This design comes from an exercise in tuning for small area on the open sky130 flow, not from production work. At most, simulation tests tie the RTL to the original design; equivalence was not proved. Power is estimated from default activity; no workload was simulated.

==> inputs of trial 34 <==
==> flow/design.v (excerpt) <==
module lights(
    input clk,
    input rst,
    input rx,
    output tx,
    output [2*12-1:0] leds
    );
==> flow/config.mk <==
export PLATFORM = sky130hd
export DESIGN_NAME = lights
export DESIGN_NICKNAME = lights
export VERILOG_FILES = /design/flow/design.v
export SDC_FILE = /design/flow/constraint.sdc
export NUM_CORES = 4
export LEC_CHECK = 0
export CAP_MARGIN = 20
export CORE_MARGIN = 2
export CORE_UTILIZATION = 70
export SLEW_MARGIN = 20
==> flow/constraint.sdc <==
create_clock -name core_clock -period 10.0 [get_ports {clk}]
set_input_delay 2.0000 -clock core_clock [delete_from_list [all_inputs] [get_ports {clk}]]
set_output_delay 2.0000 -clock core_clock [all_outputs]
set_load 0.01 [all_outputs]
standard.sh (not shown) runs the stock make flow with config.mk's settings and CLKGATE_MAP_FILE= SYNTH_SCRIPT=/design/flow/synth_recipe.tcl, a recipe that flattens the netlist after the stock synthesis.
==> flow/flow/run.sh <==
#!/bin/bash
# Standard ORFS layout (the standard.sh) with clock tree synthesis
# arguments of our own: one clock buffer type, sized sink clusters and no
# dummy loads. The make output goes to flow.log; ORFS keeps each step's log
# under orfs/logs.
set -euo pipefail
export CTS_ARGS="-sink_clustering_enable -repair_clock_nets -dont_use_dummy_load -buf_list sky130_fd_sc_hd__clkbuf_16 -sink_clustering_size 30 -sink_clustering_max_diameter 60"
bash standard.sh > flow.log 2>&1
==> trial 87 (differences from trial 34) <==
--- a/flow/design.v
+++ b/flow/design.v
@@ -4,37 +4,34 @@
     input we,               
     input [3:0] wa,         
     input [71:0] wd,        
     input [3:0] pa,         
     input adv,              
-    output reg [71:0] w0,
-    output reg [71:0] cur,
-    output reg [71:0] nxt,
-    output reg byp,         
-    output reg pz,          
-    output reg nsel         
+    output [71:0] douta
     );
     reg [15*72-1:0] ring;    
     reg [3:0] q;
     reg pend;
+    reg [71:0] w0, cur, nxt;
+    reg byp;
     wire ins = pend && (q == wa);
     wire [71:0] x = ins ? wd : ring[71:0];
-    wire stale = adv || nsel;
     always @ (posedge clk) begin
         ring <= {x, ring[15*72-1:72]};
         q <= (q == 4'd15) ? 4'd1 : q + 4'd1;
     end
     always @ (posedge clk) begin
         if (we && wa != 0) pend <= 1'b1;
         else if (ins)      pend <= 1'b0;
         if (we && wa == 0) w0 <= wd;
-        if (q == pa) cur <= x;
-        if (q == pa + 4'd1 && !stale) nxt <= x;
-        nsel <= stale && q != pa && pa != 0;
-        pz <= pa == 0;
+        if (q == pa + 4'd1) nxt <= x;
+        if (pa == 0)        cur <= w0;
+        else if (q == pa)   cur <= x;
+        else if (adv)       cur <= nxt;
         byp <= we || (pend && wa == pa);
     end
+    assign douta = byp ? wd : cur;
 endmodule
 `timescale 1ns / 1ps
 module serial(
     input clk,
     input rst,
@@ -196,18 +193,17 @@
     reg [3:0] pa;
     always @ (posedge clk)
         if (rst)       pa <= 4'd0;
         else if (step) pa <= pa + 4'd1;
     wire [3:0] wa;
-    wire [71:0] wd, leds_i, w0, cur, nxt;
-    wire byp, pz, nsel;
+    wire [71:0] wd, leds_i, leds_p;
     wire we;
     wire [1:0] mode;
     serial s(.clk(clk), .rst(rst), .rx(rx_sync[4]), .tx(tx),
              .wa(wa), .d(wd), .we(we), .mode(mode), .ind(leds_i));
     ram72bit p(.clk(clk), .we(we), .wa(wa), .wd(wd), .pa(pa), .adv(adv),
-               .w0(w0), .cur(cur), .nxt(nxt), .byp(byp), .pz(pz), .nsel(nsel));
+               .douta(leds_p));
     reg [7:0] r;
     always @ (posedge clk)
         if (rst)       r <= 8'd5;
         else if (step) r <= {r[6:0], r[7] ^ r[5] ^ r[4] ^ r[3]};
     wire [23:0] go;
@@ -233,63 +229,46 @@
     assign go[19] = (r[1] ^ r[2] ^ r[3] ^ r[4] ^ r[6] ^ r[7]) & (r[0] ^ r[2] ^ r[3] ^ r[6] ^ r[7]) & (r[0] ^ r[1] ^ r[3] ^ r[5] ^ r[6] ^ r[7]) & (r[0] ^ r[1] ^ r[2] ^ r[5] ^ r[7]) & (r[0] ^ r[1] ^ r[2] ^ r[3] ^ r[4] ^ r[5]);
     assign go[20] = (r[1] ^ r[2] ^ r[4] ^ r[6] ^ r[7]) & (r[0] ^ r[2] ^ r[3] ^ r[4] ^ r[6] ^ r[7]) & (r[0] ^ r[1] ^ r[3] ^ r[6] ^ r[7]) & (r[0] ^ r[1] ^ r[2] ^ r[5] ^ r[6] ^ r[7]) & (r[0] ^ r[1] ^ r[2] ^ r[3] ^ r[4] ^ r[5] ^ r[7]);
     assign go[21] = (r[0] ^ r[3]) & (r[1] ^ r[4]) & (r[2] ^ r[5]) & (r[3] ^ r[6]) & (r[4] ^ r[7]);
     assign go[22] = (r[2] ^ r[3] ^ r[6]) & (r[3] ^ r[4] ^ r[7]) & (r[0] ^ r[6]) & (r[1] ^ r[7]) & (r[0] ^ r[2] ^ r[4] ^ r[5] ^ r[6]);
     assign go[23] = (r[1] ^ r[3] ^ r[6]) & (r[2] ^ r[4] ^ r[7]) & (r[0] ^ r[3] ^ r[4] ^ r[6]) & (r[1] ^ r[4] ^ r[5] ^ r[7]) & (r[0] ^ r[2] ^ r[4]);
+    reg [2:0] tw_i [0:23];
+    reg [23:0] tw_d;
     wire [71:0] leds_r;
     genvar k;
     generate
         for (k = 0; k < 24; k = k + 1) begin : tw
-            reg [3:0] st;
-            reg f;
-            reg [2:0] o;
-            always @ (*)
-                case (st)
-                    4'b0000: begin f = go[k]; o = 3'd0; end
-                    4'b0001: begin f = 1'b0;  o = 3'd1; end
-                    4'b0010: begin f = 1'b0;  o = 3'd2; end
-                    4'b0100: begin f = 1'b1;  o = 3'd3; end
-                    4'b1001: begin f = 1'b1;  o = 3'd4; end
-                    4'b0011: begin f = 1'b1;  o = 3'd5; end
-                    4'b0111: begin f = 1'b1;  o = 3'd6; end
-                    4'b1111: begin f = 1'b0;  o = 3'd7; end
-                    4'b1110: begin f = 1'b1;  o = 3'd6; end
-                    4'b1101: begin f = 1'b1;  o = 3'd5; end
-                    4'b1011: begin f = 1'b0;  o = 3'd4; end
-                    4'b0110: begin f = 1'b0;  o = 3'd3; end
-                    4'b1100: begin f = 1'b0;  o = 3'd2; end
-                    4'b1000: begin f = 1'b0;  o = 3'd1; end
-                    default: begin f = 1'b0;  o = 3'd0; end
-                endcase
             always @ (posedge clk)
-                if (rst)       st <= 4'b0000;
-                else if (step) st <= {st[2:0], f};
-            assign leds_r[3*k +: 3] = o;
+                if (rst) begin
+                    tw_i[k] <= 3'd0;
+                    tw_d[k] <= 1'b0;
+                end else if (step) begin
+                    if (tw_i[k] == 3'd0) begin
+                        if (go[k]) tw_i[k] <= 3'd1;
+                    end else if (!tw_d[k]) begin
+                        tw_i[k] <= tw_i[k] + 3'd1;
+                        if (tw_i[k] == 3'd6) tw_d[k] <= 1'b1;
+                    end else begin
+                        tw_i[k] <= tw_i[k] - 3'd1;
+                        if (tw_i[k] == 3'd1) tw_d[k] <= 1'b0;
+                    end
+                end
+            assign leds_r[3*k +: 3] = tw_i[k];
         end
     endgenerate
     wire [7:0] pc = clk_div[7:0];
     wire [2:0] lvl = (pc < 8'd15)  ? 3'd0 :
                      (pc < 8'd35)  ? 3'd1 :
                      (pc < 8'd63)  ? 3'd2 :
                      (pc < 8'd99)  ? 3'd3 :
                      (pc < 8'd143) ? 3'd4 :
                      (pc < 8'd195) ? 3'd5 :
                      (pc < 8'd255) ? 3'd6 : 3'd7;
-    function gt3(input [2:0] a, input [2:0] b);
-        gt3 = (a[2] & ~b[2]) |
-              (~(a[2] ^ b[2]) & ((a[1] & ~b[1]) | (~(a[1] ^ b[1]) & a[0] & ~b[0])));
-    endfunction
     wire sel_r = mode == 2'd2 || (mode == 2'd0 && clk_div[20]);
     wire sel_i = mode == 2'd3;
-    wire sel_p = !sel_r && !sel_i;
-    wire e_wd = sel_p && byp;
-    wire e_w0 = sel_p && !byp && pz;
-    wire e_n  = sel_p && !byp && !pz && nsel;
-    wire e_c  = sel_p && !byp && !pz && !nsel;
-    wire [71:0] v = ({72{e_wd}} & wd) | ({72{e_w0}} & w0) | ({72{e_n}} & nxt) |
-                    ({72{e_c}} & cur) | ({72{sel_r}} & leds_r) | ({72{sel_i}} & leds_i);
+    wire [71:0] v = sel_i ? leds_i : sel_r ? leds_r : leds_p;
     generate
         for (k = 0; k < 24; k = k + 1) begin : pwm
-            assign leds[k] = gt3(v[3*k +: 3], lvl);
+            assign leds[k] = v[3*k +: 3] > lvl;
         end
     endgenerate
 endmodule
==> flow/run.sh (new file) <==
#!/bin/bash
# synth_recipe.tcl (not shown) runs the flow's synth.tcl, then flattens the netlist and writes it again
# the make line also repeats each setting of config.mk as NAME=value (left out here)
make -C /OpenROAD-flow-scripts/flow DESIGN_CONFIG=/design/flow/config.mk WORK_HOME=/design/flow/orfs CLKGATE_MAP_FILE= SYNTH_SCRIPT=/design/flow/synth_recipe.tcl finish
CORE_UTILIZATION = 45   (was 70)
removed: flow/flow/run.sh
removed: flow/standard.sh
==> run summary <==
| quantity | trial 34 | trial 87 |
|---|---|---|
| Area overhead of the layout relative to synthesis | 5.47% | 13.3% |
| CTS H-Tree Depth | 3 | 4 |
| Outcome | finished clean | finished clean |
| Area occupied by multi-input gates | 12600 um^2 | 15000 um^2 |
| DRT Pass-1 Iters | 6 | 5 |
| Weighted congestion at the end of routability-driven global placement | 0.878 | 0.877 |
| Cell count after placement | 4603 | 5411 |
| M1 GR Usage | 0.391 | 0.257 |
| Nets | 3827 | 4253 |
| Die Height | 271 um | 344 um |
| Core occupancy in the finished layout | 0.749 | 0.515 |
| Largest net degree at the start of global routing | 103 | 87 |
| Synth Net Count | 3952 | 4225 |
| Worst Tran Pin Value | 1240 ps | 1150 ps |
| DIE WIDTH | 271 um | 344 um |
| Post-place instance area | 50500 um^2 | 53800 um^2 |
| Switching power share of the total | 0.204 | 0.209 |
| Register-to-register setup slack | 6600 ps | 6640 ps |
| Cell type of the slowest stage on the worst timing path | sky130_fd_sc_hd__dfxtp_4 | sky130_fd_sc_hd__clkdlybuf4s50_1 |
| FFs & Latches | 1644 | 1642 |
| Met3 wire length | 7380 um | 4680 um |
| Per-instance average area after synthesis | 12.9 um^2 | 12.9 um^2 |
| Length of routed wiring on met1 | 44300 um | 51900 um |
| Fill cell instance count of the final layout | 4204 | 9755 |
No functional check of the RTL was part of trial 34.

what the ideal ports hide:
The flow's constraints put no driver on any port. The routed layouts listed below were extracted and timed again, unchanged, in two steps.
Step 1 sets driving cells, clkbuf_16 on the clock port and buf_2 on the other inputs (assumed; they add their load-dependent delay and slew).
Step 2 also shifts input and output timing later by t, the mid clock arrival at the registers, as if the neighbouring blocks saw the same clock.
a / b / c = no drivers / after step 1 / after step 2; a / b = the first two.
run | t (ns) | slack for setup (ns) | clock arrival spread, ns
trial 34 | 0.707 | 3.439 / 3.372 / 4.078 | 0.099 / 0.099
trial 87 | 0.821 | 3.554 / 3.483 / 4.303 | 0.031 / 0.031
After both steps setup and hold are still met in every run listed.
